Source: an optimization exercise on an open RTL-to-GDS flow (aim: small area, a short achievable clock period and few clock cycles per item). Production flows keep margins and buffers that such runs may drop.
Function was checked by simulation only, so behaviour that the tests miss may differ from the original.
Power figures rest on the tool's default switching activity, not on a simulated workload.

===== flow/config.mk =====
export PLATFORM = sky130hd
export DESIGN_NAME = calc
export DESIGN_NICKNAME = calc
export VERILOG_FILES = /design/flow/design.v
export SDC_FILE = /design/flow/constraint.sdc
export NUM_CORES = 4
export LEC_CHECK = 0
export ABC_AREA = 1
export CAP_MARGIN = 20
export CORE_MARGIN = 2
export CORE_UTILIZATION = 40
export CTS_BUF_LIST = sky130_fd_sc_hd__clkbuf_8
export SLEW_MARGIN = 20

===== flow/constraint.sdc =====
create_clock -name core_clock -period 38.0 [get_ports {clk}]
set_input_delay 7.6000 -clock core_clock [delete_from_list [all_inputs] [get_ports {clk}]]
set_output_delay 7.6000 -clock core_clock [all_outputs]
set_load 0.01 [all_outputs]

===== flow/design.v =====
module calc (
                  input [7:0]  inpA ,
                  input [7:0]  inpB ,
                  input [01:0] inpOpType ,
                  output[15:0] outC  ,
                  input        iValid ,
                  output       iStall ,
                  input        oStall ,
                  output       oValid ,
                  input        clk ,
                  input        rstn
                  ) ;
   reg         v0, v1, vo, vs ;
   reg         nvo, nvs ;
   reg  [7:0]  a0, b0 ;
   reg  [1:0]  op0 ;
   reg         dv1 ;           
   reg  [19:0] r1 ;
   reg  [15:0] ro, rs ;
   wire        frz  = ~nvs ;              
   wire        take = ~oStall | nvo ;     
   wire        sub  = op0[0] ;
   wire [7:0]  bx   = b0 ^ {8{sub}} ;
   wire [8:0]  ac ;
   wire [7:0]  as ;
   assign ac[0] = sub ;
   genvar j ;
   generate
     for (j = 0; j < 8; j = j + 1) begin : g_as
       assign as[j]   = a0[j] ^ bx[j] ^ ac[j] ;
       assign ac[j+1] = (a0[j] & bx[j]) | (a0[j] & ac[j]) | (bx[j] & ac[j]) ;
     end
   endgenerate
   wire        ov   = ac[8] ^ sub ;           
   wire [15:0] r_as = {{7{ov & sub}}, ov, as} ;
   wire [15:0] r_mul ;
   wire m_pp0_0 = a0[0] & b0[0];
   wire m_pp0_1 = a0[0] & b0[1];
   wire m_pp0_2 = a0[0] & b0[2];
   wire m_pp0_3 = a0[0] & b0[3];
   wire m_pp0_4 = a0[0] & b0[4];
   wire m_pp0_5 = a0[0] & b0[5];
   wire m_pp0_6 = a0[0] & b0[6];
   wire m_pp0_7 = a0[0] & b0[7];
   wire m_pp1_0 = a0[1] & b0[0];
   wire m_pp1_1 = a0[1] & b0[1];
   wire m_pp1_2 = a0[1] & b0[2];
   wire m_pp1_3 = a0[1] & b0[3];
   wire m_pp1_4 = a0[1] & b0[4];
   wire m_pp1_5 = a0[1] & b0[5];
   wire m_pp1_6 = a0[1] & b0[6];
   wire m_pp1_7 = a0[1] & b0[7];
   wire m_pp2_0 = a0[2] & b0[0];
   wire m_pp2_1 = a0[2] & b0[1];
   wire m_pp2_2 = a0[2] & b0[2];
   wire m_pp2_3 = a0[2] & b0[3];
   wire m_pp2_4 = a0[2] & b0[4];
   wire m_pp2_5 = a0[2] & b0[5];
   wire m_pp2_6 = a0[2] & b0[6];
   wire m_pp2_7 = a0[2] & b0[7];
   wire m_pp3_0 = a0[3] & b0[0];
   wire m_pp3_1 = a0[3] & b0[1];
   wire m_pp3_2 = a0[3] & b0[2];
   wire m_pp3_3 = a0[3] & b0[3];
   wire m_pp3_4 = a0[3] & b0[4];
   wire m_pp3_5 = a0[3] & b0[5];
   wire m_pp3_6 = a0[3] & b0[6];
   wire m_pp3_7 = a0[3] & b0[7];
   wire m_pp4_0 = a0[4] & b0[0];
   wire m_pp4_1 = a0[4] & b0[1];
   wire m_pp4_2 = a0[4] & b0[2];
   wire m_pp4_3 = a0[4] & b0[3];
   wire m_pp4_4 = a0[4] & b0[4];
   wire m_pp4_5 = a0[4] & b0[5];
   wire m_pp4_6 = a0[4] & b0[6];
   wire m_pp4_7 = a0[4] & b0[7];
   wire m_pp5_0 = a0[5] & b0[0];
   wire m_pp5_1 = a0[5] & b0[1];
   wire m_pp5_2 = a0[5] & b0[2];
   wire m_pp5_3 = a0[5] & b0[3];
   wire m_pp5_4 = a0[5] & b0[4];
   wire m_pp5_5 = a0[5] & b0[5];
   wire m_pp5_6 = a0[5] & b0[6];
   wire m_pp5_7 = a0[5] & b0[7];
   wire m_pp6_0 = a0[6] & b0[0];
   wire m_pp6_1 = a0[6] & b0[1];
   wire m_pp6_2 = a0[6] & b0[2];
   wire m_pp6_3 = a0[6] & b0[3];
   wire m_pp6_4 = a0[6] & b0[4];
   wire m_pp6_5 = a0[6] & b0[5];
   wire m_pp6_6 = a0[6] & b0[6];
   wire m_pp6_7 = a0[6] & b0[7];
   wire m_pp7_0 = a0[7] & b0[0];
   wire m_pp7_1 = a0[7] & b0[1];
   wire m_pp7_2 = a0[7] & b0[2];
   wire m_pp7_3 = a0[7] & b0[3];
   wire m_pp7_4 = a0[7] & b0[4];
   wire m_pp7_5 = a0[7] & b0[5];
   wire m_pp7_6 = a0[7] & b0[6];
   wire m_pp7_7 = a0[7] & b0[7];
   wire m_w1 = m_pp0_6 ^ m_pp1_5;
   wire m_w2 = m_pp0_6 & m_pp1_5;
   wire m_w3 = m_pp0_7 ^ m_pp1_6 ^ m_pp2_5;
   wire m_w4 = (m_pp0_7 & m_pp1_6) | (m_pp0_7 & m_pp2_5) | (m_pp1_6 & m_pp2_5);
   wire m_w5 = m_pp3_4 ^ m_pp4_3;
   wire m_w6 = m_pp3_4 & m_pp4_3;
   wire m_w7 = m_pp1_7 ^ m_pp2_6 ^ m_pp3_5;
   wire m_w8 = (m_pp1_7 & m_pp2_6) | (m_pp1_7 & m_pp3_5) | (m_pp2_6 & m_pp3_5);
   wire m_w9 = m_pp4_4 ^ m_pp5_3;
   wire m_w10 = m_pp4_4 & m_pp5_3;
   wire m_w11 = m_pp2_7 ^ m_pp3_6 ^ m_pp4_5;
   wire m_w12 = (m_pp2_7 & m_pp3_6) | (m_pp2_7 & m_pp4_5) | (m_pp3_6 & m_pp4_5);
   wire m_w13 = m_pp0_4 ^ m_pp1_3;
   wire m_w14 = m_pp0_4 & m_pp1_3;
   wire m_w15 = m_pp0_5 ^ m_pp1_4 ^ m_pp2_3;
   wire m_w16 = (m_pp0_5 & m_pp1_4) | (m_pp0_5 & m_pp2_3) | (m_pp1_4 & m_pp2_3);
   wire m_w17 = m_pp3_2 ^ m_pp4_1;
   wire m_w18 = m_pp3_2 & m_pp4_1;
   wire m_w19 = m_w1 ^ m_pp2_4 ^ m_pp3_3;
   wire m_w20 = (m_w1 & m_pp2_4) | (m_w1 & m_pp3_3) | (m_pp2_4 & m_pp3_3);
   wire m_w21 = m_pp4_2 ^ m_pp5_1 ^ m_pp6_0;
   wire m_w22 = (m_pp4_2 & m_pp5_1) | (m_pp4_2 & m_pp6_0) | (m_pp5_1 & m_pp6_0);
   wire m_w23 = m_w3 ^ m_w5 ^ m_pp5_2;
   wire m_w24 = (m_w3 & m_w5) | (m_w3 & m_pp5_2) | (m_w5 & m_pp5_2);
   wire m_w25 = m_pp6_1 ^ m_pp7_0 ^ m_w2;
   wire m_w26 = (m_pp6_1 & m_pp7_0) | (m_pp6_1 & m_w2) | (m_pp7_0 & m_w2);
   wire m_w27 = m_w7 ^ m_w9 ^ m_pp6_2;
   wire m_w28 = (m_w7 & m_w9) | (m_w7 & m_pp6_2) | (m_w9 & m_pp6_2);
   wire m_w29 = m_pp7_1 ^ m_w4 ^ m_w6;
   wire m_w30 = (m_pp7_1 & m_w4) | (m_pp7_1 & m_w6) | (m_w4 & m_w6);
   wire m_w31 = m_w11 ^ m_pp5_4 ^ m_pp6_3;
   wire m_w32 = (m_w11 & m_pp5_4) | (m_w11 & m_pp6_3) | (m_pp5_4 & m_pp6_3);
   wire m_w33 = m_pp7_2 ^ m_w8 ^ m_w10;
   wire m_w34 = (m_pp7_2 & m_w8) | (m_pp7_2 & m_w10) | (m_w8 & m_w10);
   wire m_w35 = m_pp3_7 ^ m_pp4_6 ^ m_pp5_5;
   wire m_w36 = (m_pp3_7 & m_pp4_6) | (m_pp3_7 & m_pp5_5) | (m_pp4_6 & m_pp5_5);
   wire m_w37 = m_pp6_4 ^ m_pp7_3 ^ m_w12;
   wire m_w38 = (m_pp6_4 & m_pp7_3) | (m_pp6_4 & m_w12) | (m_pp7_3 & m_w12);
   wire m_w39 = m_pp4_7 ^ m_pp5_6 ^ m_pp6_5;
   wire m_w40 = (m_pp4_7 & m_pp5_6) | (m_pp4_7 & m_pp6_5) | (m_pp5_6 & m_pp6_5);
   wire m_w41 = m_pp0_3 ^ m_pp1_2;
   wire m_w42 = m_pp0_3 & m_pp1_2;
   wire m_w43 = m_w13 ^ m_pp2_2 ^ m_pp3_1;
   wire m_w44 = (m_w13 & m_pp2_2) | (m_w13 & m_pp3_1) | (m_pp2_2 & m_pp3_1);
   wire m_w45 = m_w15 ^ m_w17 ^ m_pp5_0;
   wire m_w46 = (m_w15 & m_w17) | (m_w15 & m_pp5_0) | (m_w17 & m_pp5_0);
   wire m_w47 = m_w19 ^ m_w21 ^ m_w16;
   wire m_w48 = (m_w19 & m_w21) | (m_w19 & m_w16) | (m_w21 & m_w16);
   wire m_w49 = m_w23 ^ m_w25 ^ m_w20;
   wire m_w50 = (m_w23 & m_w25) | (m_w23 & m_w20) | (m_w25 & m_w20);
   wire m_w51 = m_w27 ^ m_w29 ^ m_w24;
   wire m_w52 = (m_w27 & m_w29) | (m_w27 & m_w24) | (m_w29 & m_w24);
   wire m_w53 = m_w31 ^ m_w33 ^ m_w28;
   wire m_w54 = (m_w31 & m_w33) | (m_w31 & m_w28) | (m_w33 & m_w28);
   wire m_w55 = m_w35 ^ m_w37 ^ m_w32;
   wire m_w56 = (m_w35 & m_w37) | (m_w35 & m_w32) | (m_w37 & m_w32);
   wire m_w57 = m_w39 ^ m_pp7_4 ^ m_w36;
   wire m_w58 = (m_w39 & m_pp7_4) | (m_w39 & m_w36) | (m_pp7_4 & m_w36);
   wire m_w59 = m_pp5_7 ^ m_pp6_6 ^ m_pp7_5;
   wire m_w60 = (m_pp5_7 & m_pp6_6) | (m_pp5_7 & m_pp7_5) | (m_pp6_6 & m_pp7_5);
   wire m_w61 = m_pp0_2 ^ m_pp1_1;
   wire m_w62 = m_pp0_2 & m_pp1_1;
   wire m_w63 = m_w41 ^ m_pp2_1 ^ m_pp3_0;
   wire m_w64 = (m_w41 & m_pp2_1) | (m_w41 & m_pp3_0) | (m_pp2_1 & m_pp3_0);
   wire m_w65 = m_w43 ^ m_pp4_0 ^ m_w42;
   wire m_w66 = (m_w43 & m_pp4_0) | (m_w43 & m_w42) | (m_pp4_0 & m_w42);
   wire m_w67 = m_w45 ^ m_w14 ^ m_w44;
   wire m_w68 = (m_w45 & m_w14) | (m_w45 & m_w44) | (m_w14 & m_w44);
   wire m_w69 = m_w47 ^ m_w18 ^ m_w46;
   wire m_w70 = (m_w47 & m_w18) | (m_w47 & m_w46) | (m_w18 & m_w46);
   wire m_w71 = m_w49 ^ m_w22 ^ m_w48;
   wire m_w72 = (m_w49 & m_w22) | (m_w49 & m_w48) | (m_w22 & m_w48);
   wire m_w73 = m_w51 ^ m_w26 ^ m_w50;
   wire m_w74 = (m_w51 & m_w26) | (m_w51 & m_w50) | (m_w26 & m_w50);
   wire m_w75 = m_w53 ^ m_w30 ^ m_w52;
   wire m_w76 = (m_w53 & m_w30) | (m_w53 & m_w52) | (m_w30 & m_w52);
   wire m_w77 = m_w55 ^ m_w34 ^ m_w54;
   wire m_w78 = (m_w55 & m_w34) | (m_w55 & m_w54) | (m_w34 & m_w54);
   wire m_w79 = m_w57 ^ m_w38 ^ m_w56;
   wire m_w80 = (m_w57 & m_w38) | (m_w57 & m_w56) | (m_w38 & m_w56);
   wire m_w81 = m_w59 ^ m_w40 ^ m_w58;
   wire m_w82 = (m_w59 & m_w40) | (m_w59 & m_w58) | (m_w40 & m_w58);
   wire m_w83 = m_pp6_7 ^ m_pp7_6 ^ m_w60;
   wire m_w84 = (m_pp6_7 & m_pp7_6) | (m_pp6_7 & m_w60) | (m_pp7_6 & m_w60);
   wire m_w85 = m_pp0_1 ^ m_pp1_0;
   wire m_w86 = m_pp0_1 & m_pp1_0;
   wire m_w87 = m_w61 ^ m_pp2_0 ^ m_w86;
   wire m_w88 = (m_w61 & m_pp2_0) | (m_w61 & m_w86) | (m_pp2_0 & m_w86);
   wire m_w89 = m_w63 ^ m_w62 ^ m_w88;
   wire m_w90 = (m_w63 & m_w62) | (m_w63 & m_w88) | (m_w62 & m_w88);
   wire m_w91 = m_w65 ^ m_w64 ^ m_w90;
   wire m_w92 = (m_w65 & m_w64) | (m_w65 & m_w90) | (m_w64 & m_w90);
   wire m_w93 = m_w67 ^ m_w66 ^ m_w92;
   wire m_w94 = (m_w67 & m_w66) | (m_w67 & m_w92) | (m_w66 & m_w92);
   wire m_w95 = m_w69 ^ m_w68 ^ m_w94;
   wire m_w96 = (m_w69 & m_w68) | (m_w69 & m_w94) | (m_w68 & m_w94);
   wire m_w97 = m_w71 ^ m_w70 ^ m_w96;
   wire m_w98 = (m_w71 & m_w70) | (m_w71 & m_w96) | (m_w70 & m_w96);
   wire m_w99 = m_w73 ^ m_w72 ^ m_w98;
   wire m_w100 = (m_w73 & m_w72) | (m_w73 & m_w98) | (m_w72 & m_w98);
   wire m_w101 = m_w75 ^ m_w74 ^ m_w100;
   wire m_w102 = (m_w75 & m_w74) | (m_w75 & m_w100) | (m_w74 & m_w100);
   wire m_w103 = m_w77 ^ m_w76 ^ m_w102;
   wire m_w104 = (m_w77 & m_w76) | (m_w77 & m_w102) | (m_w76 & m_w102);
   wire m_w105 = m_w79 ^ m_w78 ^ m_w104;
   wire m_w106 = (m_w79 & m_w78) | (m_w79 & m_w104) | (m_w78 & m_w104);
   wire m_w107 = m_w81 ^ m_w80 ^ m_w106;
   wire m_w108 = (m_w81 & m_w80) | (m_w81 & m_w106) | (m_w80 & m_w106);
   wire m_w109 = m_w83 ^ m_w82 ^ m_w108;
   wire m_w110 = (m_w83 & m_w82) | (m_w83 & m_w108) | (m_w82 & m_w108);
   wire m_w111 = m_pp7_7 ^ m_w84 ^ m_w110;
   wire m_w112 = (m_pp7_7 & m_w84) | (m_pp7_7 & m_w110) | (m_w84 & m_w110);
   wire m_w113 = 1'b0 ^ m_w112;
   wire m_w114 = 1'b0 & m_w112;
   assign r_mul = {m_w113,m_w111,m_w109,m_w107,m_w105,m_w103,m_w101,m_w99,m_w97,m_w95,m_w93,m_w91,m_w89,m_w87,m_w85,m_pp0_0};
   wire dhhz1 = ~|b0[7:1] ;
   wire dhhz2 = ~|b0[7:2] ;
   wire dhhz3 = ~|b0[7:3] ;
   wire dhhz4 = ~|b0[7:4] ;
   wire dhhz5 = ~|b0[7:5] ;
   wire dhhz6 = ~|b0[7:6] ;
   wire dhhz7 = ~|b0[7:7] ;
   wire dhhz8 = 1'b1 ;
   wire dh7_hz = dhhz1 ;
   wire [1:0] dh7_br ;
   wire [0:0] dh7_d ;
   assign dh7_br[0] = 1'b0 ;
   assign dh7_d[0] = a0[7] ^ b0[0] ^ dh7_br[0] ;
   assign dh7_br[1] = (~a0[7] & b0[0]) | (~(a0[7] ^ b0[0]) & dh7_br[0]) ;
   wire dh7_q = dh7_hz & ~dh7_br[1] ;
   wire dh7_r0 = dh7_q ? dh7_d[0] : a0[7] ;
   wire dh6_hz = dhhz2 ;
   wire [2:0] dh6_br ;
   wire [1:0] dh6_d ;
   assign dh6_br[0] = 1'b0 ;
   assign dh6_d[0] = a0[6] ^ b0[0] ^ dh6_br[0] ;
   assign dh6_br[1] = (~a0[6] & b0[0]) | (~(a0[6] ^ b0[0]) & dh6_br[0]) ;
   assign dh6_d[1] = dh7_r0 ^ b0[1] ^ dh6_br[1] ;
   assign dh6_br[2] = (~dh7_r0 & b0[1]) | (~(dh7_r0 ^ b0[1]) & dh6_br[1]) ;
   wire dh6_q = dh6_hz & ~dh6_br[2] ;
   wire dh6_r0 = dh6_q ? dh6_d[0] : a0[6] ;
   wire dh6_r1 = dh6_q ? dh6_d[1] : dh7_r0 ;
   wire dh5_hz = dhhz3 ;
   wire [3:0] dh5_br ;
   wire [2:0] dh5_d ;
   assign dh5_br[0] = 1'b0 ;
   assign dh5_d[0] = a0[5] ^ b0[0] ^ dh5_br[0] ;
   assign dh5_br[1] = (~a0[5] & b0[0]) | (~(a0[5] ^ b0[0]) & dh5_br[0]) ;
   assign dh5_d[1] = dh6_r0 ^ b0[1] ^ dh5_br[1] ;
   assign dh5_br[2] = (~dh6_r0 & b0[1]) | (~(dh6_r0 ^ b0[1]) & dh5_br[1]) ;
   assign dh5_d[2] = dh6_r1 ^ b0[2] ^ dh5_br[2] ;
   assign dh5_br[3] = (~dh6_r1 & b0[2]) | (~(dh6_r1 ^ b0[2]) & dh5_br[2]) ;
   wire dh5_q = dh5_hz & ~dh5_br[3] ;
   wire dh5_r0 = dh5_q ? dh5_d[0] : a0[5] ;
   wire dh5_r1 = dh5_q ? dh5_d[1] : dh6_r0 ;
   wire dh5_r2 = dh5_q ? dh5_d[2] : dh6_r1 ;
   wire dh4_hz = dhhz4 ;
   wire [4:0] dh4_br ;
   wire [3:0] dh4_d ;
   assign dh4_br[0] = 1'b0 ;
   assign dh4_d[0] = a0[4] ^ b0[0] ^ dh4_br[0] ;
   assign dh4_br[1] = (~a0[4] & b0[0]) | (~(a0[4] ^ b0[0]) & dh4_br[0]) ;
   assign dh4_d[1] = dh5_r0 ^ b0[1] ^ dh4_br[1] ;
   assign dh4_br[2] = (~dh5_r0 & b0[1]) | (~(dh5_r0 ^ b0[1]) & dh4_br[1]) ;
   assign dh4_d[2] = dh5_r1 ^ b0[2] ^ dh4_br[2] ;
   assign dh4_br[3] = (~dh5_r1 & b0[2]) | (~(dh5_r1 ^ b0[2]) & dh4_br[2]) ;
   assign dh4_d[3] = dh5_r2 ^ b0[3] ^ dh4_br[3] ;
   assign dh4_br[4] = (~dh5_r2 & b0[3]) | (~(dh5_r2 ^ b0[3]) & dh4_br[3]) ;
   wire dh4_q = dh4_hz & ~dh4_br[4] ;
   wire dh4_r0 = dh4_q ? dh4_d[0] : a0[4] ;
   wire dh4_r1 = dh4_q ? dh4_d[1] : dh5_r0 ;
   wire dh4_r2 = dh4_q ? dh4_d[2] : dh5_r1 ;
   wire dh4_r3 = dh4_q ? dh4_d[3] : dh5_r2 ;
   wire [19:0] dstate = {b0, {dh7_q, dh6_q, dh5_q, dh4_q}, {dh4_r3, dh4_r2, dh4_r1, dh4_r0}, a0[3:0]} ;
   wire        dv0  = op0[1] & op0[0] ;
   wire [19:0] r1_n = {dstate[19:16], dv0 ? dstate[15:0] : (op0[1] ? r_mul : r_as)} ;
   wire [7:0]  b1 = r1[19:12] ;
   wire dlhz1 = ~|b1[7:1] ;
   wire dlhz2 = ~|b1[7:2] ;
   wire dlhz3 = ~|b1[7:3] ;
   wire dlhz4 = ~|b1[7:4] ;
   wire dlhz5 = ~|b1[7:5] ;
   wire dlhz6 = ~|b1[7:6] ;
   wire dlhz7 = ~|b1[7:7] ;
   wire dlhz8 = 1'b1 ;
   wire dl3_hz = dlhz5 ;
   wire [5:0] dl3_br ;
   wire [4:0] dl3_d ;
   assign dl3_br[0] = 1'b0 ;
   assign dl3_d[0] = r1[3] ^ b1[0] ^ dl3_br[0] ;
   assign dl3_br[1] = (~r1[3] & b1[0]) | (~(r1[3] ^ b1[0]) & dl3_br[0]) ;
   assign dl3_d[1] = r1[4] ^ b1[1] ^ dl3_br[1] ;
   assign dl3_br[2] = (~r1[4] & b1[1]) | (~(r1[4] ^ b1[1]) & dl3_br[1]) ;
   assign dl3_d[2] = r1[5] ^ b1[2] ^ dl3_br[2] ;
   assign dl3_br[3] = (~r1[5] & b1[2]) | (~(r1[5] ^ b1[2]) & dl3_br[2]) ;
   assign dl3_d[3] = r1[6] ^ b1[3] ^ dl3_br[3] ;
   assign dl3_br[4] = (~r1[6] & b1[3]) | (~(r1[6] ^ b1[3]) & dl3_br[3]) ;
   assign dl3_d[4] = r1[7] ^ b1[4] ^ dl3_br[4] ;
   assign dl3_br[5] = (~r1[7] & b1[4]) | (~(r1[7] ^ b1[4]) & dl3_br[4]) ;
   wire dl3_q = dl3_hz & ~dl3_br[5] ;
   wire dl3_r0 = dl3_q ? dl3_d[0] : r1[3] ;
   wire dl3_r1 = dl3_q ? dl3_d[1] : r1[4] ;
   wire dl3_r2 = dl3_q ? dl3_d[2] : r1[5] ;
   wire dl3_r3 = dl3_q ? dl3_d[3] : r1[6] ;
   wire dl3_r4 = dl3_q ? dl3_d[4] : r1[7] ;
   wire dl2_hz = dlhz6 ;
   wire [6:0] dl2_br ;
   wire [5:0] dl2_d ;
   assign dl2_br[0] = 1'b0 ;
   assign dl2_d[0] = r1[2] ^ b1[0] ^ dl2_br[0] ;
   assign dl2_br[1] = (~r1[2] & b1[0]) | (~(r1[2] ^ b1[0]) & dl2_br[0]) ;
   assign dl2_d[1] = dl3_r0 ^ b1[1] ^ dl2_br[1] ;
   assign dl2_br[2] = (~dl3_r0 & b1[1]) | (~(dl3_r0 ^ b1[1]) & dl2_br[1]) ;
   assign dl2_d[2] = dl3_r1 ^ b1[2] ^ dl2_br[2] ;
   assign dl2_br[3] = (~dl3_r1 & b1[2]) | (~(dl3_r1 ^ b1[2]) & dl2_br[2]) ;
   assign dl2_d[3] = dl3_r2 ^ b1[3] ^ dl2_br[3] ;
   assign dl2_br[4] = (~dl3_r2 & b1[3]) | (~(dl3_r2 ^ b1[3]) & dl2_br[3]) ;
   assign dl2_d[4] = dl3_r3 ^ b1[4] ^ dl2_br[4] ;
   assign dl2_br[5] = (~dl3_r3 & b1[4]) | (~(dl3_r3 ^ b1[4]) & dl2_br[4]) ;
   assign dl2_d[5] = dl3_r4 ^ b1[5] ^ dl2_br[5] ;
   assign dl2_br[6] = (~dl3_r4 & b1[5]) | (~(dl3_r4 ^ b1[5]) & dl2_br[5]) ;
   wire dl2_q = dl2_hz & ~dl2_br[6] ;
   wire dl2_r0 = dl2_q ? dl2_d[0] : r1[2] ;
   wire dl2_r1 = dl2_q ? dl2_d[1] : dl3_r0 ;
   wire dl2_r2 = dl2_q ? dl2_d[2] : dl3_r1 ;
   wire dl2_r3 = dl2_q ? dl2_d[3] : dl3_r2 ;
   wire dl2_r4 = dl2_q ? dl2_d[4] : dl3_r3 ;
   wire dl2_r5 = dl2_q ? dl2_d[5] : dl3_r4 ;
   wire dl1_hz = dlhz7 ;
   wire [7:0] dl1_br ;
   wire [6:0] dl1_d ;
   assign dl1_br[0] = 1'b0 ;
   wire dl1_g0 = ~r1[1] & b1[0] ;
   wire dl1_p0 = ~(r1[1] ^ b1[0]) ;
   wire dl1_g1 = ~dl2_r0 & b1[1] ;
   wire dl1_p1 = ~(dl2_r0 ^ b1[1]) ;
   wire dl1_g2 = ~dl2_r1 & b1[2] ;
   wire dl1_p2 = ~(dl2_r1 ^ b1[2]) ;
   wire dl1_g3 = ~dl2_r2 & b1[3] ;
   wire dl1_p3 = ~(dl2_r2 ^ b1[3]) ;
   wire dl1_g4 = ~dl2_r3 & b1[4] ;
   wire dl1_p4 = ~(dl2_r3 ^ b1[4]) ;
   wire dl1_g5 = ~dl2_r4 & b1[5] ;
   wire dl1_p5 = ~(dl2_r4 ^ b1[5]) ;
   wire dl1_g6 = ~dl2_r5 & b1[6] ;
   wire dl1_p6 = ~(dl2_r5 ^ b1[6]) ;
   assign dl1_br[1] = dl1_g0 | (dl1_p0 & dl1_br[0]) ;
   assign dl1_br[2] = dl1_g1 | (dl1_p1 & dl1_g0) | (dl1_p1 & dl1_p0 & dl1_br[0]) ;
   assign dl1_br[3] = dl1_g2 | (dl1_p2 & dl1_br[2]) ;
   assign dl1_br[4] = dl1_g3 | (dl1_p3 & dl1_g2) | (dl1_p3 & dl1_p2 & dl1_br[2]) ;
   assign dl1_br[5] = dl1_g4 | (dl1_p4 & dl1_br[4]) ;
   assign dl1_br[6] = dl1_g5 | (dl1_p5 & dl1_g4) | (dl1_p5 & dl1_p4 & dl1_br[4]) ;
   assign dl1_br[7] = dl1_g6 | (dl1_p6 & dl1_br[6]) ;
   assign dl1_d[0] = r1[1] ^ b1[0] ^ dl1_br[0] ;
   assign dl1_d[1] = dl2_r0 ^ b1[1] ^ dl1_br[1] ;
   assign dl1_d[2] = dl2_r1 ^ b1[2] ^ dl1_br[2] ;
   assign dl1_d[3] = dl2_r2 ^ b1[3] ^ dl1_br[3] ;
   assign dl1_d[4] = dl2_r3 ^ b1[4] ^ dl1_br[4] ;
   assign dl1_d[5] = dl2_r4 ^ b1[5] ^ dl1_br[5] ;
   assign dl1_d[6] = dl2_r5 ^ b1[6] ^ dl1_br[6] ;
   wire dl1_q = dl1_hz & ~dl1_br[7] ;
   wire dl1_r0 = dl1_q ? dl1_d[0] : r1[1] ;
   wire dl1_r1 = dl1_q ? dl1_d[1] : dl2_r0 ;
   wire dl1_r2 = dl1_q ? dl1_d[2] : dl2_r1 ;
   wire dl1_r3 = dl1_q ? dl1_d[3] : dl2_r2 ;
   wire dl1_r4 = dl1_q ? dl1_d[4] : dl2_r3 ;
   wire dl1_r5 = dl1_q ? dl1_d[5] : dl2_r4 ;
   wire dl1_r6 = dl1_q ? dl1_d[6] : dl2_r5 ;
   wire dl0_hz = dlhz8 ;
   wire [8:0] dl0_br ;
   wire [7:0] dl0_d ;
   assign dl0_br[0] = 1'b0 ;
   wire dl0_g0 = ~r1[0] & b1[0] ;
   wire dl0_p0 = ~(r1[0] ^ b1[0]) ;
   wire dl0_g1 = ~dl1_r0 & b1[1] ;
   wire dl0_p1 = ~(dl1_r0 ^ b1[1]) ;
   wire dl0_g2 = ~dl1_r1 & b1[2] ;
   wire dl0_p2 = ~(dl1_r1 ^ b1[2]) ;
   wire dl0_g3 = ~dl1_r2 & b1[3] ;
   wire dl0_p3 = ~(dl1_r2 ^ b1[3]) ;
   wire dl0_g4 = ~dl1_r3 & b1[4] ;
   wire dl0_p4 = ~(dl1_r3 ^ b1[4]) ;
   wire dl0_g5 = ~dl1_r4 & b1[5] ;
   wire dl0_p5 = ~(dl1_r4 ^ b1[5]) ;
   wire dl0_g6 = ~dl1_r5 & b1[6] ;
   wire dl0_p6 = ~(dl1_r5 ^ b1[6]) ;
   wire dl0_g7 = ~dl1_r6 & b1[7] ;
   wire dl0_p7 = ~(dl1_r6 ^ b1[7]) ;
   assign dl0_br[1] = dl0_g0 | (dl0_p0 & dl0_br[0]) ;
   assign dl0_br[2] = dl0_g1 | (dl0_p1 & dl0_g0) | (dl0_p1 & dl0_p0 & dl0_br[0]) ;
   assign dl0_br[3] = dl0_g2 | (dl0_p2 & dl0_br[2]) ;
   assign dl0_br[4] = dl0_g3 | (dl0_p3 & dl0_g2) | (dl0_p3 & dl0_p2 & dl0_br[2]) ;
   assign dl0_br[5] = dl0_g4 | (dl0_p4 & dl0_br[4]) ;
   assign dl0_br[6] = dl0_g5 | (dl0_p5 & dl0_g4) | (dl0_p5 & dl0_p4 & dl0_br[4]) ;
   assign dl0_br[7] = dl0_g6 | (dl0_p6 & dl0_br[6]) ;
   assign dl0_br[8] = dl0_g7 | (dl0_p7 & dl0_g6) | (dl0_p7 & dl0_p6 & dl0_br[6]) ;
   assign dl0_d[0] = r1[0] ^ b1[0] ^ dl0_br[0] ;
   assign dl0_d[1] = dl1_r0 ^ b1[1] ^ dl0_br[1] ;
   assign dl0_d[2] = dl1_r1 ^ b1[2] ^ dl0_br[2] ;
   assign dl0_d[3] = dl1_r2 ^ b1[3] ^ dl0_br[3] ;
   assign dl0_d[4] = dl1_r3 ^ b1[4] ^ dl0_br[4] ;
   assign dl0_d[5] = dl1_r4 ^ b1[5] ^ dl0_br[5] ;
   assign dl0_d[6] = dl1_r5 ^ b1[6] ^ dl0_br[6] ;
   assign dl0_d[7] = dl1_r6 ^ b1[7] ^ dl0_br[7] ;
   wire dl0_q = dl0_hz & ~dl0_br[8] ;
   wire [15:0] res = dv1 ? ((b1 == 8'd0) ? 16'd0 : {8'd0, r1[11:8], {dl3_q, dl2_q, dl1_q, dl0_q}})
                         : r1[15:0] ;
   reg         vo_n, vs_n ;
   always @* begin
     vo_n = ~nvo ;
     vs_n = frz ;
     if (take) begin
       if (frz) begin
         vo_n = 1'b1 ;
         vs_n = 1'b0 ;
       end
       else vo_n = v1 ;
     end
     else if (!frz) vs_n = v1 ;
   end
always @(posedge clk or negedge rstn) begin
  if (!rstn) begin
    v0  <= 1'b0 ;
    v1  <= 1'b0 ;
    vo  <= 1'b0 ;
    vs  <= 1'b0 ;
    nvo <= 1'b1 ;
    nvs <= 1'b1 ;
  end
  else begin
    if (!frz) begin
      v0 <= iValid ;
      v1 <= v0 ;
    end
    vo  <= vo_n ;
    vs  <= vs_n ;
    nvo <= ~vo_n ;
    nvs <= ~vs_n ;
  end
end
always @(posedge clk) begin
  if (!frz) begin
    a0  <= inpA ;
    b0  <= inpB ;
    op0 <= inpOpType ;
    dv1 <= dv0 ;
    r1  <= r1_n ;
  end
  if (take) ro <= frz ? rs : res ;
  if (!frz) rs <= res ;
end
assign iStall = vs ;
assign oValid = vo ;
assign outC   = ro ;
endmodule

===== flow/flow/run.sh =====
#!/bin/bash
set -euo pipefail
R=$(pwd)/orfs/results/sky130hd/calc/base

# the standard synthesis, kept for its register names
bash standard.sh synth > 1_standard_synth.log 2>&1
cp "$R/1_2_yosys.v" std_1_2_yosys.v

# the same synthesis without ABC in Yosys's synth
rm -f "$R/1_2_yosys.v" "$R/1_synth.odb" "$R/1_synth.sdc"
if bash standard.sh SYNTH_ARGS=-noabc "$R/1_2_yosys.v" > 2_noabc_synth.log 2>&1 &&
   python3 flow/rename_regs.py std_1_2_yosys.v "$R/1_2_yosys.v" renamed_1_2_yosys.v > 3_rename.log 2>&1; then
  cp renamed_1_2_yosys.v "$R/1_2_yosys.v"
else
  echo "no-abc synthesis not used" >> 3_rename.log
  cp std_1_2_yosys.v "$R/1_2_yosys.v"
fi
# every combinational cell at the smallest drive strength of its family;
# the repair steps of the layout size up what timing, slew or load needs
python3 flow/downsize.py "$FLOW_HOME/platforms/sky130hd/lib/sky130_fd_sc_hd__tt_025C_1v80.lib" \
  "$R/1_2_yosys.v" downsized_1_2_yosys.v > 5_downsize.log 2>&1 &&
  cp downsized_1_2_yosys.v "$R/1_2_yosys.v"
touch "$R/1_2_yosys.v"

bash standard.sh BUFFER_PORTS_ARGS="-buffer_cell sky130_fd_sc_hd__buf_2" SETUP_SLACK_MARGIN=29.55 CTS_ARGS="-sink_clustering_enable -repair_clock_nets -buf_list {sky130_fd_sc_hd__clkbuf_4 sky130_fd_sc_hd__clkbuf_8} -dont_use_dummy_load" finish > 4_layout.log 2>&1

===== flow/flow/downsize.py =====
#!/usr/bin/env python3
"""downsize.py LIB NETLIST OUT

Give every combinational cell of a Yosys netlist the smallest-area drive
strength of its own cell family (same function and pins, e.g. nand2_4 ->
nand2_1). Registers, adders and tie cells are left as they are. The flow's
repair steps afterwards size up whatever timing, slew or load needs."""
import re, sys

lib = open(sys.argv[1]).read()
area = {m.group(1): float(m.group(3)) for m in re.finditer(
    r'cell \("?(sky130_fd_sc_hd__\w+)"?\)\s*\{(.*?)area\s*:\s*([\d.]+)', lib, re.S)}
dont = {'sky130_fd_sc_hd__probe_p_8', 'sky130_fd_sc_hd__probec_p_8'}
fam = {}
for c in area:
    m = re.match(r'(sky130_fd_sc_hd__\w+?)_(\d+)$', c)
    if m and c not in dont and 'lpflow' not in c:
        fam.setdefault(m.group(1), []).append(c)
skip = re.compile(r'__(e?s?df|dl|sdf|edf|fa|ha|fah|conb|tap|fill|decap|clk|probe|dly|bufbuf|bufinv)')
best = {}
for f, cs in fam.items():
    best[f] = min(cs, key=lambda c: (area[c], c))
text = open(sys.argv[2]).read()
n = 0
def sub(m):
    global n
    c = m.group(1)
    if skip.search(c):
        return m.group(0)
    f = re.match(r'(sky130_fd_sc_hd__\w+?)_(\d+)$', c)
    if not f or f.group(1) not in best or best[f.group(1)] == c:
        return m.group(0)
    n += 1
    return m.group(0).replace(c, best[f.group(1)], 1)
out = re.sub(r'^\s*(sky130_fd_sc_hd__\w+)\s', sub, text, flags=re.M)
open(sys.argv[3], 'w').write(out)
print(f"{n} cells downsized")

===== flow/flow/rename_regs.py =====
#!/usr/bin/env python3
"""rename_regs.py STD NEW OUT

STD and NEW are two Yosys netlists of the same design, from the standard
synthesis and from the same synthesis with `synth -noabc`. Their registers are
the same but may differ in the suffix Yosys puts after the register's name
(for example ro[0]$_DFFE_PN_ against ro[0]$_DFFE_PP_: the polarity of the
enable, before it was mapped to the library's enable flip-flop). Write NEW to
OUT with each register instance renamed to the standard synthesis's name.
Exit 1, writing nothing, unless every register pairs one to one, with the
same cell type."""
import re, sys

REG = re.compile(r'^\s*(sky130_fd_sc_hd__\w*df\w*)\s+(\\\S+|\S+)\s*\(', re.M)

def regs(text):
    out = {}
    for cell, name in REG.findall(text):
        base = name.lstrip('\\').split('$')[0]
        if base in out:
            raise SystemExit(f"two registers with base name {base}")
        out[base] = (cell, name)
    return out

std_t = open(sys.argv[1]).read()
new_t = open(sys.argv[2]).read()
std, new = regs(std_t), regs(new_t)
if set(std) != set(new):
    sys.exit(f"register sets differ: {sorted(set(std) ^ set(new))[:10]}")
for b in std:
    if std[b][0] != new[b][0]:
        sys.exit(f"cell type differs for {b}: {std[b][0]} {new[b][0]}")
n = 0
def sub(m):
    global n
    cell, name = m.group(1), m.group(2)
    base = name.lstrip('\\').split('$')[0]
    want = std[base][1]
    if want != name:
        n += 1
    return m.group(0).replace(name, want, 1)
out = REG.sub(sub, new_t)
# no name may be used twice
names = [nm for _, nm in REG.findall(out)]
assert len(names) == len(set(names))
open(sys.argv[3], 'w').write(out)
print(f"{len(std)} registers paired, {n} renamed")

===== flow/standard.sh =====
#!/bin/bash
# synth_recipe.tcl (not shown) runs the flow's synth.tcl, then flattens the netlist and writes it again
# the make line also repeats each setting of config.mk as NAME=value (left out here)
make -C /OpenROAD-flow-scripts/flow DESIGN_CONFIG=/design/flow/config.mk WORK_HOME=/design/flow/orfs CLKGATE_MAP_FILE= SYNTH_SCRIPT=/design/flow/synth_recipe.tcl "${@:-finish}"

==> impl_results.md, run 1 <==
* Status: finished clean
* Root buffer cell: clkbuf_8
* Slew Limit Headroom at 43.06%
* Global-route wire length before repair at 20.29 mm
* Later-pin clock latency in the skew report at 0.35 ns
* Final Max Tran Viols at 0
* Unrepaired setup endpoints after global routing: true
* Final Total Pwr at 0.0006212 W
* Initial antenna violation count at 0
* Peak Freq at 118.0 MHz
* CP Max Fanout at 1
* CP peak stage delay at 0.39 ns
* Final clock period utilization by the worst path at 22.30%
* Number of core rows at 43
* CP cell instances: buf_2
* Clock sink count at 77
* Final setup fails at 0
* Static Leakage at 3.221 nW
* Fillers at 1351
* Hold Fails Final Rpt at 0
* Router iterations before antenna repair at 4
* Most frequent cells in the layout: nand2_1 (156), inv_1 (111), fa_1 (75), edfxtp_1 (55), buf_2 (39)
* Cell area after synthesis at 5787 um^2
* Setup Skew at 0.03108 ns
* Total CTS buffers at 9
* Crit path arrival time at 0.88 ns
* Largest net degree at the start of global routing at 49
* H-tree level count at 3
* Largest delay contributor family on the critical path: flip-flops
* Commonest non-fill, non-tap cell in the layout: nand2_1
* TritonCTS clock tree: done
* Minimum clock period at 8.476 ns
* Placeable Area at 13990 um^2
* Die area at 15450 um^2
* GRT Resource Usage Total at 16.60%
* Nets at 747
* Antenna diode count at 0
* Vias in the first global route at 4178
* Avg Cell Area, Syn at 9.808 um^2
* Vias per Instance at 4.948
* Cts hold-fix bufs at 0
* Initial Util at 41.37%
* Max Cap Viol at 0
* Mapped Cells at 590
* Avg WL per Cell at 15.18 um
* Port Buffers at 39
* Slowest-stage cell, CP: dfrtp_1
* Die height at 124.3 um
* Synth-to-layout area growth at 8.389%
* Layout cells sized above 1 at 9.091%
* Class of the worst hold path: flip-flop to flip-flop
* Post-DP HPWL at 9.190 mm
* Drc violations at 0
* WP data required at 30.40 ns
* Setup slack, reg-to-reg at 30.16 ns
* Die X at 124.3 um
* Starting DRT DRC Count at 260
* Setup TNS at 0 ns
* Critical setup path kind: flip-flop to output pin
* I/O Pins at 40
* Synth warn at 1
* Syn Nets at 719
* Crit path buffers/inverters at 1
* DRT antenna net count at 0
* Clk buf depth at 2
* GRT overflow at 0
* GPL Wtd Cong at 0.8309
* Clk pin slew, worst setup/hold paths at 0.08 ns
* Peak VDD IR at 0.00003260 V
* Pwr per Cell Area at 99.03 nW/um^2
* Critical Path End Type: output pin
* Vias at 3939
* Setup crit start kind: flip-flop
* WL final at 12.09 mm
* Worst slew pin tran at 0.8510 ns
## state kept, by name (all words and copies together), names as in the netlist, 2 cells and up
name,flops
a0,8
r1,20
ro,16
b0,8
op0,2
rs,16
## stage by stage
step	setup slack [ns]	area [um^2]	std cells	util, %	hold slack, ns
2_1_floorplan	29.62	5787	590	-	0.4244
3_3_place_gp	29.41	6117	784	43.73	0.4542
3_5_place_dp	29.39	6117	784	43.73	0.4562
5_1_grt	29.47	6272	796	44.84	0.4978
6_report	29.52	6272	796	44.84	0.4774
4_1_cts	29.49	6241	793	44.62	0.4807
## report_power, final
group	switching, W	internal, W	total (W)
logic	0.000225	0.000172	0.000397
clock network	0.0000268	0.0000212	0.0000480
registers	0.0000355	0.000141	0.000176
total	0.000287	0.000334	0.000621
## routing by layer
layer	track usage [%]	up-vias	share of wire, %
met5	0	-	0
met4	5.618	0	1.2
met3	3.780	11	3.4
met2	28.87	76	52
met1	20.37	1961	44
li1	-	1891	-
## layout make-up
type	count	area [um^2]	share of cell area, %
clock buffers	9	123.9	1.975
well taps	180	225.2	3.591
multi-input cells	376	3157	50.33
inverters	111	416.7	6.643
flip-flops and latches	77	2125	33.87
repair buffers	43	225.2	3.591
## final timing paths
| kind | start | end | cells after the start |
|---|---|---|---|
| worst max register to register | r1[13] | ro[0] | 32 |
| max in group asynchronous | rstn | nvo | 1 |
| worst min-delay path | v0 | v0 | 2 |
| min in group asynchronous | rstn | v0 | 1 |
| worst max-delay path | vs | iStall | 1 |
| worst min register to register | v0 | v0 | 2 |
## what timing repair did
action	4_1_cts	5_1_grt
gates resized for setup	0	2
pin swaps	0	0
buffers inserted	0	3
setup endpoints to repair	18	20
## worst min-delay path: stages, from the launching register on
cell     delay, ns
dfrtp_1       0.35
nand2_1       0.05
nand2_1       0.04
Testbench counts, summed over its fixed seeds: cycles 12,024, items 12,000.
==> run 2: changes to the inputs <==
--- a/flow/flow/run.sh
+++ b/flow/flow/run.sh
@@ -1,3 +1,19 @@
 #!/bin/bash
+# Layout flow: the standard layout (standard.sh) with these changes.
+#  1. Synthesis is the standard synthesis run with Yosys's `synth -noabc`, so
+#     the full adders written out in the RTL are found by extract_fa before any
+#     ABC restructuring (saving the inverters ABC leaves between them). The
+#     registers are the standard synthesis's: same cells, and renamed to the
+#     standard synthesis's names (rename_regs.py checks that they pair one to
+#     one). If they do not pair, the standard synthesis is used as it is.
+#  2. Every combinational cell of that netlist is set to the smallest drive
+#     strength of its family (downsize.py); the flow's repair steps size up
+#     what timing, slew or load needs.
+#  3. The buffers on the input and output ports are buf_2 cells instead of
+#     the flow's default choice, a delay cell (clkdlybuf4s50_1).
+#  5. Clock tree synthesis runs with the flow's usual arguments plus
+#     -dont_use_dummy_load (no dummy load cells on the clock tree's leaves).
+# Each step's output goes to a log file of its own in this folder; the ORFS
+# tools' own logs are under orfs/logs.
 set -euo pipefail
 R=$(pwd)/orfs/results/sky130hd/calc/base
@@ -23,3 +39,3 @@
 touch "$R/1_2_yosys.v"
 
-bash standard.sh BUFFER_PORTS_ARGS="-buffer_cell sky130_fd_sc_hd__buf_2" SETUP_SLACK_MARGIN=29.55 CTS_ARGS="-sink_clustering_enable -repair_clock_nets -buf_list {sky130_fd_sc_hd__clkbuf_4 sky130_fd_sc_hd__clkbuf_8} -dont_use_dummy_load" finish > 4_layout.log 2>&1
+bash standard.sh BUFFER_PORTS_ARGS="-buffer_cell sky130_fd_sc_hd__buf_1" SETUP_SLACK_MARGIN=29.55 CTS_ARGS="-sink_clustering_enable -repair_clock_nets -buf_list sky130_fd_sc_hd__clkbuf_8 -dont_use_dummy_load" finish > 4_layout.log 2>&1
==> run 2 against run 1 <==
  * Still clean
  * Clock power is essentially flat
  * Setup slack gained 0.0091 ns
  * Non-clock buffer count shrank 1
  * Final cell count shrank 0.13%
  * Critical path type unchanged
==> impl_results.md, run 2 <==
* Status: finished clean
* Worst r2r dst: ro[0]
* Largest net degree at the start of global routing at 49 (unchanged)
* Drc violations at 0 (unchanged)
* Later-pin clock latency in the skew report at 0.36 ns (about the same)
* Cts hold-fix bufs at 0 (unchanged)
* Hold Path Sink: rs[6]
* Placeable Area at 13990 um^2 (unchanged)
* Slew Limit Headroom at 42.20% (-0.85 points)
* Max reg flops at 20 (unchanged)
* CP cell instances: clkbuf_2
* Peak Freq at 118.1 MHz (+0.11%)
* Starting DRT DRC Count at 278 (+6.9%)
* Worst slew pin tran at 0.8637 ns (+0.01272 ns)
* Setup TNS at 0 ns (unchanged)
* Max Cap Viol at 0 (unchanged)
* Final Total Pwr at 0.0006247 W (+0.57%)
* Number of core rows at 43 (unchanged)
* Final Max Tran Viols at 0 (unchanged)
* Final setup fails at 0 (unchanged)
* Peak VDD IR at 0.00004562 V (+40%)
* Biggest register: r1
* Syn Nets at 719 (unchanged)
* WL final at 12.11 mm (+0.23%)
* Slowest-stage cell, CP: edfxtp_1
* Mapped Cells at 590 (unchanged)
* Cell area after synthesis at 5787 um^2 (unchanged)
* H-tree level count at 3 (unchanged)
* I/O Pins at 40 (unchanged)
* Crit path buffers/inverters at 1 (unchanged)
* Commonest non-fill, non-tap cell in the layout: nand2_1
* Post-Layout Cell Count at 795 (-0.13%)
* Most frequent cells in the layout: nand2_1 (156), inv_1 (110), fa_1 (75), edfxtp_1 (55), ha_1 (32)
* CP peak stage delay at 0.37 ns (-0.02 ns)
* Critical setup path kind: flip-flop to output pin
* Min-Delay Path Depth at 2 (unchanged)
* Final clock period utilization by the worst path at 22.28% (-0.024 points)
* Setup Skew at 0.04139 ns (+0.01031 ns)
* Die area at 15450 um^2 (unchanged)
* Worst Reg-to-Reg Cells at 32 (unchanged)
* Setup slack, reg-to-reg at 29.99 ns (-0.17 ns)
* Setup crit start kind: flip-flop
* Fillers at 1330 (-1.6%)
* Minimum clock period at 8.467 ns (-0.009100 ns)
* Port Buffers at 39 (unchanged)
* CP Max Fanout at 1 (unchanged)
* Total CTS buffers at 9 (unchanged)
* TritonCTS clock tree: done
* Vias in the first global route at 4171 (-0.17%)
* Router iterations before antenna repair at 4 (unchanged)
* Initial antenna violation count at 0 (unchanged)
* Antenna diode count at 0 (unchanged)
* Clk pin slew, worst setup/hold paths at 0.09 ns (about the same)
* Hold Fails Final Rpt at 0 (unchanged)
* GPL Wtd Cong at 0.8364 (+0.66%)
* Hold_sp: rs[6]
* DRT antenna net count at 0 (unchanged)
* GRT Resource Usage Total at 16.52% (-0.079 points)
* Clock sink count at 77 (unchanged)
* FF+latch area at 2125 um^2 (unchanged)
* WP data required at 30.40 ns (about the same)
* Global-route wire length before repair at 20.34 mm (+0.27%)
* Initial Util at 41.37% (unchanged)
* Layout Utilization at 44.55% (-0.29 points)
* Nets at 746 (-0.13%)
* GRT overflow at 0 (unchanged)
* Avg WL per Cell at 15.24 um (+0.36%)
* Synth-to-layout area growth at 7.697%
* Crit path arrival time at 0.87 ns (about the same)
* Static Leakage at 3.142 nW (-2.4%)
* Layout cells sized above 1 at 4.878% (-4.2 points)
* Die X at 124.3 um (unchanged)
* Die height at 124.3 um (unchanged)
* Critical Path End Type: output pin
* Vias at 3925 (-0.36%)
* Pwr per Cell Area at 100.2 nW/um^2 (+1.2%)
* Vias per Instance at 4.937 (-0.23%)
* Synth warn at 1 (unchanged)
* Largest delay contributor family on the critical path: flip-flops
* Area of the multi-input gates at 3157 um^2 (unchanged)
* Pre-CTS setup slack at 29.41 ns (+0.02350 ns)
* Slack of the critical path at 29.53 ns (+0.009100 ns)
* Root buffer cell: clkbuf_8
* Unrepaired setup endpoints after global routing: true
* Dpl cells at 784 (unchanged)
* Largest regs: r1 (20), ro (16), rs (16)
* Reg2reg start: r1[13]
* Avg Cell Area, Syn at 9.808 um^2 (unchanged)
* Post-DP HPWL at 9.119 mm (-0.77%)
* Clk buf depth at 2 (unchanged)
* Class of the worst hold path: flip-flop to flip-flop
## run 2: metal layers
| layer | share of wire, % | track usage (%) |
|---|---|---|
| met5 | 0 | 0 |
| met4 | 2.0 | 6.345 |
| met3 | 4.5 | 3.651 |
| met2 | 50 | 28.09 |
| met1 | 43 | 20.59 |
## run 2: layout make-up
cell class | count | share of cell area [%]
flip-flops and latches | 77 | 34.09
clock buffers | 9 | 1.988
repair buffers | 42 | 2.971
multi-input cells | 376 | 50.65
inverters | 111 | 6.685
well taps | 180 | 3.614
## run 2: worst max-delay path by stage
stage / startpoint / cells after the start / endpoint / slack [ns]
floorplan: oStall / 3 / ro[0] / 29.62
global placement: oStall / 4 / ro[0] / 29.43
detailed placement: oStall / 4 / ro[0] / 29.41
CTS: ro[11] / 1 / outC[11] / 29.50
global route: ro[11] / 1 / outC[11] / 29.47
finish: ro[11] / 1 / outC[11] / 29.53
## run 2: where the power goes
group           total, W  internal (W)  switching, W  leakage (nW)
clock          0.0000483     0.0000212     0.0000272        0.0647
combinational   0.000400      0.000172      0.000228          2.30
sequential      0.000177      0.000141     0.0000360         0.780
total           0.000625      0.000334      0.000291          3.14
## run 2: stage by stage
step | cell area, um^2 | hold WS (ns)
6_report | 6232 | 0.4764
5_1_grt | 6232 | 0.5105
4_1_cts | 6192 | 0.4782
3_5_place_dp | 6068 | 0.4598
3_3_place_gp | 6068 | 0.4560
2_1_floorplan | 5787 | 0.4244
## run 2: timing repair
action	4_1_cts	5_1_grt
gates resized for setup	0	16
hold endpoints to repair	0	0
setup buffers	0	2
endpoints found under the setup margin	17	20
==> run 3: changes to the inputs <==
--- a/flow/flow/run.sh
+++ b/flow/flow/run.sh
@@ -39,3 +39,3 @@
 touch "$R/1_2_yosys.v"
 
-bash standard.sh BUFFER_PORTS_ARGS="-buffer_cell sky130_fd_sc_hd__buf_1" SETUP_SLACK_MARGIN=29.55 CTS_ARGS="-sink_clustering_enable -repair_clock_nets -buf_list sky130_fd_sc_hd__clkbuf_8 -dont_use_dummy_load" finish > 4_layout.log 2>&1
+bash standard.sh BUFFER_PORTS_ARGS="-buffer_cell sky130_fd_sc_hd__buf_2" SETUP_SLACK_MARGIN=29.55 CTS_ARGS="-sink_clustering_enable -repair_clock_nets -buf_list sky130_fd_sc_hd__clkbuf_8 -dont_use_dummy_load" finish > 4_layout.log 2>&1
==> run 3 against run 2 <==
  * Still clean on timing, DRC and antenna
  * Register-to-register slack improved by 0.17 ns
  * Routed wire length fell by 0.23%
  * Synthesized area did not move
  * Final cell count rose by 0.13%
  * Count of clock-buffer cells in the layout did not move
  * Die area did not move
==> impl_results.md, run 3 <==
* CP Max Fanout at 1 (unchanged)
* Nets at 747 (+0.13%)
* Syn Nets at 719 (unchanged)
* GRT overflow at 0 (unchanged)
* Vias in the first global route at 4178 (+0.17%)
* Global-route wire length before repair at 20.29 mm (-0.27%)
* Die area at 15450 um^2 (unchanged)
* Post-Place Cell Area at 6117 um^2 (+0.80%)
* Peak Freq at 118.0 MHz (-0.11%)
* Vias at 3939 (+0.36%)
* NetSw at 0.0002869 W (-1.3%)
* Initial Util at 41.37% (unchanged)
* Avg WL per Cell at 15.18 um (-0.36%)
* Placeable Area at 13990 um^2 (unchanged)
* Clk buf depth at 2 (unchanged)
* Max Cap Viol at 0 (unchanged)
* Post-layout instance area at 6272 um^2 (+0.64%)
* Setup Skew at 0.03108 ns (-0.01031 ns)
* Unrepaired setup endpoints after global routing: true
* Critical Path End Type: output pin
* Sequential share of power at 28.4% (about the same)
* Dpl cells at 784 (unchanged)
* Slew Limit Headroom at 43.06% (+0.85 points)
* Slack of the critical path at 29.52 ns (-0.009100 ns)
* Final setup fails at 0 (unchanged)
* Static Leakage at 3.221 nW (+2.5%)
* Status: finished clean
* Root buffer cell: clkbuf_8
* Post-DP HPWL at 9.190 mm (+0.78%)
* WL final at 12.09 mm (-0.23%)
* Vias per Instance at 4.948 (+0.23%)
* Layout cells sized above 1 at 9.091% (+4.2 points)
* CP cell instances: buf_2
* Crit path arrival time at 0.88 ns (about the same)
* Clock sink count at 77 (unchanged)
* Final clock period utilization by the worst path at 22.30% (+0.024 points)
* Total CTS buffers at 9 (unchanged)
* Setup TNS at 0 ns (unchanged)
* Switching Fraction at 46.19% (-0.34 points)
* Avg Cell Area, Syn at 9.808 um^2 (unchanged)
* Later-pin clock latency in the skew report at 0.35 ns (about the same)
* Die X at 124.3 um (unchanged)
* Cell area after synthesis at 5787 um^2 (unchanged)
* Setup slack, reg-to-reg at 30.16 ns (+0.17 ns)
* Router iterations before antenna repair at 4 (unchanged)
* Slowest-stage cell, CP: dfrtp_1
* Cts hold-fix bufs at 0 (unchanged)
* Commonest non-fill, non-tap cell in the layout: nand2_1
* Synth warn at 1 (unchanged)
* Synth-to-layout area growth at 8.389%
* GRT Resource Usage Total at 16.60% (+0.079 points)
* Number of core rows at 43 (unchanged)
* Max reg flops at 20 (unchanged)
* TritonCTS clock tree: done
* Mapped Cells at 590 (unchanged)
* Port Buffers at 39 (unchanged)
* Antenna diode count at 0 (unchanged)
* Logic pwr share at 63.9% (about the same)
* Most frequent cells in the layout: nand2_1 (156), inv_1 (111), fa_1 (75), edfxtp_1 (55), buf_2 (39)
* Starting DRT DRC Count at 260 (-6.5%)
* Worst slew pin tran at 0.8510 ns (-0.01272 ns)
* Hold Fails Final Rpt at 0 (unchanged)
* H-tree level count at 3 (unchanged)
* Clock power share at 7.7% (about the same)
* WP data required at 30.40 ns (about the same)
* Clk pin slew, worst setup/hold paths at 0.08 ns (about the same)
* Crit path buffers/inverters at 1 (unchanged)
* I/O Pins at 40 (unchanged)
* WHS at 0.4774 ns (+0.0009910 ns)
* Drc violations at 0 (unchanged)
* CP peak stage delay at 0.39 ns (+0.02 ns)
* Largest delay contributor family on the critical path: flip-flops
* DRT antenna net count at 0 (unchanged)
* Die height at 124.3 um (unchanged)
* Final Max Tran Viols at 0 (unchanged)
* GPL Wtd Cong at 0.8309 (-0.66%)
* Biggest register: r1
* Critical setup path kind: flip-flop to output pin
* Post-Layout Cell Count at 796 (+0.13%)
* Int Pwr at 0.0003343 W (about the same)
* Initial antenna violation count at 0 (unchanged)
* Pre-CTS setup slack at 29.39 ns (-0.02350 ns)
* Pwr per Cell Area at 99.03 nW/um^2 (-1.2%)
* Peak VDD IR at 0.00003260 V (-29%)
* Largest net degree at the start of global routing at 49 (unchanged)
* Setup crit start kind: flip-flop
* Largest regs: r1 (20), ro (16), rs (16)
* Class of the worst hold path: flip-flop to flip-flop
* Minimum clock period at 8.476 ns (+0.009100 ns)
## run 3: cell count changes in the layout (fill, tap and decap cells not counted), sizes merged
cell,before,now
clkbuf,22,9
buf,29,43
## run 3: final timing paths
path | startpoint | end | cells after the start
worst max-delay path | vs | iStall | 1
worst min-delay path | v0 | v0 | 2
worst max register to register | r1[13] | ro[0] | 32
worst min register to register | v0 | v0 | 2
max in group asynchronous | rstn | nvo | 1
min in group asynchronous | rstn | v0 | 1
## run 3: routing by layer
metal / part of all wire [%] / up-vias / GRT usage, %
met5: 0 / - / 0
met4: 1.2 / 0 / 5.618
met3: 3.4 / 11 / 3.780
met2: 52 / 76 / 28.87
met1: 44 / 1961 / 20.37
li1: - / 1891 / -
## run 3: per-stage QoR
stage / power (W) / util (%)
3_5_place_dp: 0.0005771 / 43.73
6_report: 0.0006212 / 44.84
4_1_cts: 0.0006262 / 44.62
2_1_floorplan: 0.0004626 / -
5_1_grt: 0.0006966 / 44.84
3_3_place_gp: 0.0005596 / 43.73
## run 3: power groups by stage
stage                     sequential (W)  clock (W)  combinational (W)
final                           0.000176  0.0000480           0.000397
after floorplan                 0.000167          0           0.000296
after CTS                       0.000178  0.0000500           0.000399
after detailed placement        0.000179          0           0.000398
after global placement          0.000178          0           0.000382
after global routing            0.000182  0.0000535           0.000461
## run 3: what timing repair did
action,4_1_cts,5_1_grt
buffers inserted,0,3
gates resized for setup,0,2
endpoints found under the setup margin,18,20
cloned,0,0
## run 3: area by class of cell
| type | instances | area [um^2] |
|---|---|---|
| Fill cell | 1351 | 7716 |
| Sequential cell | 77 | 2125 |
| Multi-Input combinational cell | 376 | 3157 |
| Clock buffer | 9 | 123.9 |
| Tap cell | 180 | 225.2 |
| Inverter | 111 | 416.7 |
| Timing Repair Buffer | 43 | 225.2 |
==> run 4: changes to the inputs <==
--- a/flow/flow/run.sh
+++ b/flow/flow/run.sh
@@ -10,5 +10,7 @@
 #     strength of its family (downsize.py); the flow's repair steps size up
 #     what timing, slew or load needs.
-#  3. The buffers on the input and output ports are buf_2 cells instead of
+#     Then an inverter that is the only load of the NAND or NOR gate driving
+#     it is folded with that gate into one AND or OR gate (merge_inv.py).
+#  3. The buffers on the input and output ports are buf_1 cells instead of
 #     the flow's default choice, a delay cell (clkdlybuf4s50_1).
 #  5. Clock tree synthesis runs with the flow's usual arguments plus
@@ -37,5 +39,9 @@
   "$R/1_2_yosys.v" downsized_1_2_yosys.v > 5_downsize.log 2>&1 &&
   cp downsized_1_2_yosys.v "$R/1_2_yosys.v"
+# an inverter whose only driver is a NAND or NOR gate it alone loads becomes,
+# with that gate, one AND or OR gate
+python3 flow/merge_inv.py "$R/1_2_yosys.v" merged_1_2_yosys.v > 6_merge_inv.log 2>&1 &&
+  cp merged_1_2_yosys.v "$R/1_2_yosys.v"
 touch "$R/1_2_yosys.v"
 
-bash standard.sh BUFFER_PORTS_ARGS="-buffer_cell sky130_fd_sc_hd__buf_2" SETUP_SLACK_MARGIN=29.55 CTS_ARGS="-sink_clustering_enable -repair_clock_nets -buf_list sky130_fd_sc_hd__clkbuf_8 -dont_use_dummy_load" finish > 4_layout.log 2>&1
+bash standard.sh BUFFER_PORTS_ARGS="-buffer_cell sky130_fd_sc_hd__buf_1" SETUP_SLACK_MARGIN=29.55 CTS_ARGS="-sink_clustering_enable -repair_clock_nets -buf_list sky130_fd_sc_hd__clkbuf_8 -dont_use_dummy_load" finish > 4_layout.log 2>&1
==> flow/flow/merge_inv.py (new file) <==
#!/usr/bin/env python3
"""merge_inv.py NETLIST OUT

Fold an inverter into the NAND or NOR gate that drives it, when the inverter
is that gate's only load: nand2+inv -> and2, nand3+inv -> and3,
nand4+inv -> and4, nor2+inv -> or2, nor3+inv -> or3, nor4+inv -> or4 (each
the smaller cell). The function is unchanged."""
import re, sys
from collections import defaultdict

text = open(sys.argv[1]).read()
INST = re.compile(r'^(\s*)(sky130_fd_sc_hd__\w+)\s+(\\\S+|\S+)\s*\((.*?)\);\n', re.M | re.S)
PIN = re.compile(r'\.(\w+)\(\s*(\\\S+\s|[^()\s]+(?:\[\d+\])?)\s*\)')
insts = []
for m in INST.finditer(text):
    pins = {p: n.strip() for p, n in PIN.findall(m.group(4))}
    insts.append((m, pins))
uses = defaultdict(int)
for tok in re.findall(r'(\\\S+\s|[A-Za-z_][\w$]*(?:\[\d+\])?)', text):
    uses[tok.strip()] += 1
drv = {}
for k, (m, pins) in enumerate(insts):
    for p, n in pins.items():
        if p in ('X', 'Y'):
            drv[n] = k
FOLD = {'nand2': ('and2', ['A', 'B']), 'nand3': ('and3', ['A', 'B', 'C']),
        'nand4': ('and4', ['A', 'B', 'C', 'D']), 'nor2': ('or2', ['A', 'B']),
        'nor3': ('or3', ['A', 'B', 'C']), 'nor4': ('or4', ['A', 'B', 'C', 'D'])}
drop, repl = set(), {}
for k, (m, pins) in enumerate(insts):
    fam = re.match(r'sky130_fd_sc_hd__(\w+?)_\d+$', m.group(2))
    if not fam or fam.group(1) != 'inv' or 'A' not in pins:
        continue
    n = pins['A']
    d = drv.get(n)
    if d is None or d in drop:
        continue
    dm, dpins = insts[d]
    dfam = re.match(r'sky130_fd_sc_hd__(\w+?)_\d+$', dm.group(2))
    if not dfam or dfam.group(1) not in FOLD:
        continue
    # the gate's output must be used only by this inverter: the name appears
    # once as the gate's output, once as the inverter's input, and in its
    # wire declaration
    if uses[n] != 3:
        continue
    to, ins = FOLD[dfam.group(1)]
    if set(dpins) != set(ins + ['Y']):
        continue
    def net(x):
        return x + ' ' if x.startswith('\\') else x
    body = ",\n".join(f"    .{p}({net(dpins[p])})" for p in ins) + f",\n    .X({net(pins['Y'])})\n"
    repl[k] = f"{m.group(1)}sky130_fd_sc_hd__{to}_1 {m.group(3)} (\n{body}  );\n"
    drop.add(d)
out, last = [], 0
for k, (m, pins) in enumerate(insts):
    out.append(text[last:m.start()])
    if k in drop:
        pass
    elif k in repl:
        out.append(repl[k])
    else:
        out.append(m.group(0))
    last = m.end()
out.append(text[last:])
open(sys.argv[2], 'w').write("".join(out))
print(f"{len(repl)} inverters folded")
==> run 4 against run 3 <==
  * Clock skew grew 0.0037 ns
  * Largest cell class unchanged
  * Synthesized cell count shrank 11%
  * Final area shrank 1.4%
  * Setup slack lost 0.010 ns
==> impl_results.md, run 4 <==
* TritonCTS clock tree: done
* Die height at 123.5 um (-0.65%)
* CP Max Fanout at 1 (unchanged)
* Worst Reg-to-Reg Cells at 32 (unchanged)
* Nets at 688 (-7.9%)
* Largest delay contributor family on the critical path: flip-flops
* Class of the worst hold path: flip-flop to flip-flop
* Avg WL per Cell at 16.15 um (+6.4%)
* Drc violations at 0 (unchanged)
* Syn Nets at 657 (-8.6%)
* Final Max Tran Viols at 0 (unchanged)
* CP cell instances: clkbuf_2
* Peak Freq at 117.8 MHz (-0.12%)
* Setup crit start kind: flip-flop
* H-tree level count at 3 (unchanged)
* Biggest register: r1
* Final clock period utilization by the worst path at 22.33% (+0.027 points)
* Setup Skew at 0.03477 ns (+0.003692 ns)
* Minimum clock period at 8.486 ns (+0.01020 ns)
* Final setup fails at 0 (unchanged)
* Hold Path Sink: rs[6]
* CP peak stage delay at 0.39 ns (about the same)
* Cts hold-fix bufs at 0 (unchanged)
* Global-route wire length before repair at 19.81 mm (-2.4%)
* Root buffer cell: clkbuf_8
* Layout cells sized above 1 at 6.643% (-2.4 points)
* Min-Delay Path Depth at 2 (unchanged)
* Unrepaired setup endpoints after global routing: true
* Clock sink count at 77 (unchanged)
* Static Leakage at 2.709 nW (-16%)
* Setup slack, reg-to-reg at 30.04 ns (-0.12 ns)
* Setup TNS at 0 ns (unchanged)
* Later-pin clock latency in the skew report at 0.36 ns (about the same)
* Most frequent cells in the layout: nand2_1 (93), fa_1 (75), and2_1 (62), edfxtp_1 (55), inv_1 (47)
* Slack of the critical path at 29.51 ns (-0.01020 ns)
* Max Cap Viol at 0 (unchanged)
* Critical setup path kind: flip-flop to output pin
* Largest net degree at the start of global routing at 50 (+2.0%)
* Die area at 15240 um^2 (-1.3%)
* Critical Path End Type: output pin
* Largest regs: r1 (20), ro (16), rs (16)
* Port Buffers at 39 (unchanged)
* Synth warn at 1 (unchanged)
* Antenna diode count at 0 (unchanged)
* Router iterations before antenna repair at 4 (unchanged)
* I/O Pins at 40 (unchanged)
* Placeable Area at 13930 um^2 (-0.38%)
* Initial Util at 40.97% (-0.40 points)
* Cell area after synthesis at 5709 um^2 (-1.3%)
* GPL Wtd Cong at 0.8469 (+1.9%)
* Crit path buffers/inverters at 1 (unchanged)
* GRT overflow at 0 (unchanged)
* Pwr per Cell Area at 99.17 nW/um^2 (+0.14%)
* Commonest non-fill, non-tap cell in the layout: nand2_1
* Initial antenna violation count at 0 (unchanged)
* Vias per Instance at 5.041 (+1.9%)
* Worst r2r dst: ro[0]
* Avg Cell Area, Syn at 10.81 um^2 (+10%)
* Vias at 3715 (-5.7%)
* Hold_sp: rs[6]
* WL final at 11.90 mm (-1.5%)
* DRT antenna net count at 0 (unchanged)
* Mapped Cells at 528 (-11%)
* Number of core rows at 43 (unchanged)
* Clk buf depth at 2 (unchanged)
* Worst slew pin tran at 0.8300 ns (-0.02105 ns)
* Reg2reg start: r1[12]
* Slowest-stage cell, CP: edfxtp_1
* Clk pin slew, worst setup/hold paths at 0.09 ns (about the same)
* WP data required at 30.40 ns (about the same)
* Starting DRT DRC Count at 267 (+2.7%)
* Pre-CTS setup slack at 29.40 ns (+0.01610 ns)
* Vias in the first global route at 3968 (-5.0%)
* Peak VDD IR at 0.00003670 V (+13%)
* Die X at 123.5 um (-0.65%)
* Synth-to-layout area growth at 8.328% (about the same)
* Crit path arrival time at 0.89 ns (about the same)
* Final Total Pwr at 0.0006133 W (-1.3%)
* Hold Fails Final Rpt at 0 (unchanged)
* Fillers at 1303 (-3.6%)
* Max reg flops at 20 (unchanged)
* GRT Resource Usage Total at 17.25% (+0.65 points)
* Slew Limit Headroom at 44.46% (+1.4 points)
* Post-DP HPWL at 8.905 mm (-3.1%)
* Total CTS buffers at 9 (unchanged)
* Status: finished clean
==> run 4: final cells by class <==
type	instances	area (um^2)	area share, %
clock buffer	9	123.9	2.003
inverter	49	183.9	2.974
tap	180	225.2	3.642
sequential	77	2125	34.35
multi-input combinational	377	3316	53.61
timing repair buffer	45	211.5	3.419
==> run 4: worst max path at each step <==
stage / end / slack (ns) / cells past startpoint / startpoint
floorplan: ro[0] / 29.62 / 3 / oStall
global placement: ro[0] / 29.43 / 4 / oStall
detailed placement: ro[1] / 29.40 / 4 / oStall
CTS: outC[6] / 29.49 / 1 / ro[6]
global route: outC[6] / 29.46 / 1 / ro[6]
finish: outC[6] / 29.51 / 1 / ro[6]
==> run 4: timing repair <==
item,in CTS,in global routing
buffers inserted,0,5
gates resized for setup,0,20
endpoints found under the setup margin,17,20
gates cloned,0,1
==> run 4: stage by stage <==
stage	instance area, um^2	util [%]	cells	hold WS (ns)
detailed placement	5991	42.99	722	0.4534
CTS	6115	43.88	731	0.4731
global placement	5991	42.99	722	0.4566
floorplan	5709	-	528	0.4244
finish	6185	44.38	737	0.4716
global route	6185	44.38	737	0.4974
==> run 4: routing by layer <==
layer | part of all wire, % | vias up | track usage (%)
li1 | - | 1779 | -
met5 | 0 | - | 0
met3 | 2.8 | 17 | 2.306
met2 | 52 | 57 | 30.46
met4 | 1.9 | 0 | 6.392
met1 | 43 | 1862 | 21.51
==> run 4: where the power goes <==
| group | switching, W | internal, W |
|---|---|---|
| registers | 0.0000330 | 0.000141 |
| clock network | 0.0000273 | 0.0000212 |
| logic | 0.000218 | 0.000173 |

[port drivers added, routing unchanged]
No port has a modelled driver above. Below, the same layouts with a new extraction and two added sets of constraints. Step 1: set_driving_cell puts a clkbuf_16 on clk and a buf_2 on each other input, an assumption about the parent block. Step 2 also shifts input and output timing later by t, the mid clock arrival at the registers, as if the neighbouring blocks saw the same clock. Three values: ideal, step 1, step 2; two values: the first two.
run	t (ns)	setup slack, ns
run 1	0.368	29.524 / 29.488 / 29.407
run 2	0.372	29.533 / 29.498 / 29.418
run 3	0.368	29.524 / 29.488 / 29.407
run 4	0.379	29.514 / 29.481 / 29.420
After both steps every run listed still meets setup and hold.
